This design comes from an exercise in tuning for small area and a short achievable clock period on the open sky130 flow, not from production work. Function was checked by simulation only, so behaviour that the tests miss may differ from the original.

==> v5 <==
Design alu_d, start of the top module:
module alu_d #(parameter N = 32)
(
  input clk, rst,
  input [1:0] inp_valid,
  input mode,
  input [3:0] cmd,
  input ce, cin,
  input [N-1:0] opa, opb,
  output reg err, g, l, e,
  output oflow, cout,
  output [(2*N-1):0] res
);
Settings: LEC_CHECK=0, ABC_AREA=1, CAP_MARGIN=20, CORE_MARGIN=2, CORE_UTILIZATION=40, CTS_BUF_LIST=sky130_fd_sc_hd__clkbuf_8, CTS_CLUSTER_DIAMETER=60, CTS_CLUSTER_SIZE=14, PLACE_DENSITY=0.6, SLEW_MARGIN=20; clock period 11.0 ns.
standard.sh (not shown) runs the stock make flow with config.mk's settings and CLKGATE_MAP_FILE= SYNTH_SCRIPT=/design/flow/synth_recipe.tcl, a recipe that flattens the netlist after the stock synthesis.
==> flow/flow/run.sh <==
#!/bin/bash
# The standard layout, with the port buffers made of a plain buffer cell
# (buf_2) instead of the delay-cell buffers buffer_ports picks by default,
# and timing repair aimed at a larger setup slack.
set -o pipefail
export BUFFER_PORTS_ARGS="-buffer_cell sky130_fd_sc_hd__buf_2"
export SETUP_SLACK_MARGIN=6
bash standard.sh > standard.log 2>&1
==> v16: changes against v5 <==
--- a/flow/design.v
+++ b/flow/design.v
@@ -96,28 +96,29 @@
     assign two_next[gi] = (yh & ~ym & ~yl) | (~yh & ym & yl) | (hit & ramt[0]);
   end endgenerate
   wire csel = m_cmp | sgn;
   wire usg = u_sadd | u_ssub;
   wire [N-1:0] ax = {opa[N-1] ^ usg, opa[N-2:0]};
   wire [N-1:0] bx = {opb[N-1] ^ usg, opb[N-2:0]};
   wire lt = ax < bx;
   wire eq = opa == opb;
-  reg [N-1:0] a_r;
+  reg [N-1:0] an_r;
+  wire [N-1:0] a_r = ~an_r;
   reg [N:0]   b_r;
-  reg [16:0]  dneg, done, dtwo;
+  reg [16:0]  dneg, donen, dtwon;
   reg c0_r, ena_r, seta_r, sxa_r;
   reg sel_lo, sel_hi, sel_t32, sel_mul, sel_ext, sel_cout, sel_subov, sel_sov;
   reg g_r, l_r, e_r, err_r;
   always @(posedge clk) begin
-    a_r  <= opa | {N{u_decb}};
+    an_r <= ~(opa | {N{u_decb}});
     b_r  <= b_next;
     dneg <= neg_next;
-    done <= one_next;
-    dtwo <= two_next;
+    donen <= ~one_next;
+    dtwon <= ~two_next;
     c0_r <= c0_next;
     ena_r  <= u_add | u_sub | u_adc | u_sbc | u_inca | u_deca | u_mul | u_sadd | u_ssub;
     seta_r <= u_decb;
     sxa_r  <= u_sadd | u_ssub;
     sel_lo  <= m_add | m_sub | m_adc | m_sbc | m_inca | m_deca | m_incb | m_decb | m_mul | m_mul1 | sgn
              | l_and | l_or | l_xor | inv_log | l_shrb | l_shlb | l_shla | l_rolok | l_ror;
     sel_hi  <= l_rolok | l_ror | l_shra;
     sel_t32 <= m_add | m_sub | m_adc | m_sbc | m_inca | m_deca | m_incb | m_decb | m_mul | m_mul1 | sgn | inv_log;
@@ -129,20 +130,20 @@
     g_r <= csel & ~lt & ~eq;
     l_r <= csel & lt;
     e_r <= csel & eq;
     err_r <= (l_rol | l_ror) & rot_err;
   end
   wire [N:0] arow = {(a_r[N-1] & sxa_r) | seta_r, (a_r & {N{ena_r}}) | {N{seta_r}}};
   wire [32:0] pp [0:16];
   generate for (gi = 0; gi < 17; gi = gi + 1) begin : ppg
-    wire [33:0] ax2 = {1'b0, a_r, 1'b0};
+    wire [33:0] ax2n = {1'b1, an_r, 1'b1};
     genvar gj;
     for (gj = 0; gj < 33; gj = gj + 1) begin : ppb
-      assign pp[gi][gj] = ((ax2[gj+1] & done[gi]) | (ax2[gj] & dtwo[gi])) ^ dneg[gi];
+      assign pp[gi][gj] = ~((ax2n[gj+1] | donen[gi]) & (ax2n[gj] | dtwon[gi])) ^ dneg[gi];
     end
   end endgenerate
   wire s1;
   wire k2;
   wire s3;
   wire k4;
   wire s5;
   wire k6;
==> flow/flow/run.sh (replaced) <==
#!/bin/bash
# The standard layout, with the port buffers made of a plain buffer cell
# (buf_1) instead of the delay-cell buffers buffer_ports picks by default,
# and timing repair aimed at a larger setup slack.
set -o pipefail
export BUFFER_PORTS_ARGS="-buffer_cell sky130_fd_sc_hd__buf_1"
export SETUP_SLACK_MARGIN=5.85
bash standard.sh > standard.log 2>&1
CTS_CLUSTER_SIZE = 10   (was 14)
==> summary of the runs <==
Of v5 and v16, v5 has the higher maximum frequency (gap about 1.8%, measured against v16).
Against v5, the worst setup slack of v16 is worse by 0.091 ns.
In die area, v16 and v5 hardly differ.
In v5 the register-to-register slack is higher than in v16, by 0.15 ns.
==> figures <==
quantity	v16	v5
Status	no timing/DRC/antenna violations	no timing/DRC/antenna violations
GR Util met1	40.3%	40.1%
Ratio of layout area to synthesized area	1.052x	1.077x
Total detailed-routing wirelength	146,000 µm	144,000 µm
Capturing element of the worst setup path	s_r[41]	res[33]
Worst Setup Slack post-DPL	5.68 ns	5.25 ns
Peak supply drop	89.1 µV	120 µV
Worst Hold Launch	e_r	sel_t32
Postcts setup bufs	0	9
WHS Endpoint	e	o_t32

==> violet <==
Another version of the RTL of alu_d (not shown whole).
export LEC_CHECK = 0
export ABC_CLOCK_PERIOD_IN_PS = 5000
export CAP_MARGIN = 20
export CORE_MARGIN = 2
export CORE_UTILIZATION = 40
export CTS_CLUSTER_DIAMETER = 60
export CTS_CLUSTER_SIZE = 10
export PLACE_DENSITY = 0.6
export SETUP_SLACK_MARGIN = 5
export SLEW_MARGIN = 20
create_clock -name core_clock -period 11.0 [get_ports {clk}]
run.sh (not shown) runs the stock make flow with config.mk's settings and CLKGATE_MAP_FILE= SYNTH_SCRIPT=/design/flow/synth_recipe.tcl, a recipe that flattens the netlist after the stock synthesis.
Stock flow here: none of the scripts above is used.
==> sierra: changes against violet <==
==> flow/flow/run.sh (new file) <==
#!/bin/bash
# The standard layout, with the port buffers made of a plain buffer cell
# (buf_2) instead of the delay-cell buffers buffer_ports picks by default.
set -o pipefail
export BUFFER_PORTS_ARGS="-buffer_cell sky130_fd_sc_hd__buf_2"
bash standard.sh > standard.log 2>&1
==> flow/standard.sh (new file) <==
#!/bin/bash
# synth_recipe.tcl (not shown) runs the flow's synth.tcl, then flattens the netlist and writes it again
# the make line also repeats each setting of config.mk as NAME=value (left out here)
make -C /OpenROAD-flow-scripts/flow DESIGN_CONFIG=/design/flow/config.mk WORK_HOME=/design/flow/orfs CLKGATE_MAP_FILE= SYNTH_SCRIPT=/design/flow/synth_recipe.tcl "${@:-finish}"
removed: flow/run.sh
==> garnet: changes against violet <==
==> flow/flow/run.sh (new file) <==
#!/bin/bash
# The standard layout, with the port buffers made of a plain buffer cell
# (buf_2) instead of the delay-cell buffers buffer_ports picks by default,
# and timing repair aimed at a larger setup slack.
set -o pipefail
export BUFFER_PORTS_ARGS="-buffer_cell sky130_fd_sc_hd__buf_2"
export SETUP_SLACK_MARGIN=6.5
bash standard.sh > standard.log 2>&1
==> flow/standard.sh (new file) <==
#!/bin/bash
# synth_recipe.tcl (not shown) runs the flow's synth.tcl, then flattens the netlist and writes it again
# the make line also repeats each setting of config.mk as NAME=value (left out here)
make -C /OpenROAD-flow-scripts/flow DESIGN_CONFIG=/design/flow/config.mk WORK_HOME=/design/flow/orfs CLKGATE_MAP_FILE= SYNTH_SCRIPT=/design/flow/synth_recipe.tcl "${@:-finish}"
--- a/flow/config.mk
+++ b/flow/config.mk
@@ -14,3 +14,2 @@
 export PLACE_DENSITY = 0.6
-export SETUP_SLACK_MARGIN = 5
 export SLEW_MARGIN = 20
removed: flow/run.sh
==> impl_metrics.toml <==
[placed_design]
dp.cells = 4855

[hold_path]
hold_start = "sel_t32$_DFF_P_"

[run_status]
outcome = "complete, no violations"

[drt]
met3_length_um = 19900

[cells_and_area]
seq_area_um2 = 5460
# the run above: sierra

==> impl_metrics.toml <==
[placed_design]
dp.cells = 4850
dp_hpwl_um = 92100

[setup_path]
critPathCapture = "res[63]"

[die]
tapCellCount = 1176

[run_status]
outcome = "complete, no violations"

[hold_path]
hold_start = "sel_sov$_DFF_P_"

[drt]
met3_length_um = 23800

[power_and_ir_drop]
p_sw_share_pct = 34.5
# the run above: garnet

==> impl_metrics.toml <==
[run_status]
outcome = "complete, no violations"

[setup_path]
start_kind = "register"
path_cells = "ha_4 > fa_2 > a211oi_2 > o21ai_2 > o211ai_4 > a21oi_4 > o21ai_4 > nand2_4 > a21o_4 > a211o_1 > a32o_1 > clkdlybuf4s50_1"

[drt]
maxUsedRoutingLayer = "met5"
met3_length_um = 19500

[die]
start_util_pct = 40.3

[global_routing]
busiest_layer = "met2"

[synth]
synth_compound_area_share_pct = 19.1

[cells_and_area]
seq_area_um2 = 5470
# the run above: violet

[static timing again, ports no longer ideal]
Ports are ideal in the flow. The routed layouts listed here were re-timed in OpenROAD. Step 1, drivers: a clkbuf_16 drives clk and a buf_2 each remaining input, both assumed. Step 2 also shifts input and output timing later by t, the mid clock arrival at the registers, as if the neighbouring blocks saw the same clock. Slacks: ideal / step 1 / step 2; pairs: ideal / step 1.
run | shift t [ns] | setup slack, ns | hold slack, ns
v5 | 0.741 | 6.037 / 5.978 / 5.839 | 0.395 / 0.395 / 0.395
v16 | 0.674 | 5.946 / 5.946 / 5.923 | 0.415 / 0.415 / 0.415
violet | 0.645 | 4.914 / 4.848 / 5.077 | 0.434 / 0.434 / 0.434
sierra | 0.639 | 5.049 / 4.986 / 5.522 | 0.433 / 0.433 / 0.433
garnet | 0.651 | 4.943 / 4.877 / 5.528 | 0.435 / 0.435 / 0.435
After both steps setup and hold are still met in every run listed. The setup slack of v5, which loses most, moves by -0.059 ns with the drivers and by -0.198 ns with both steps.
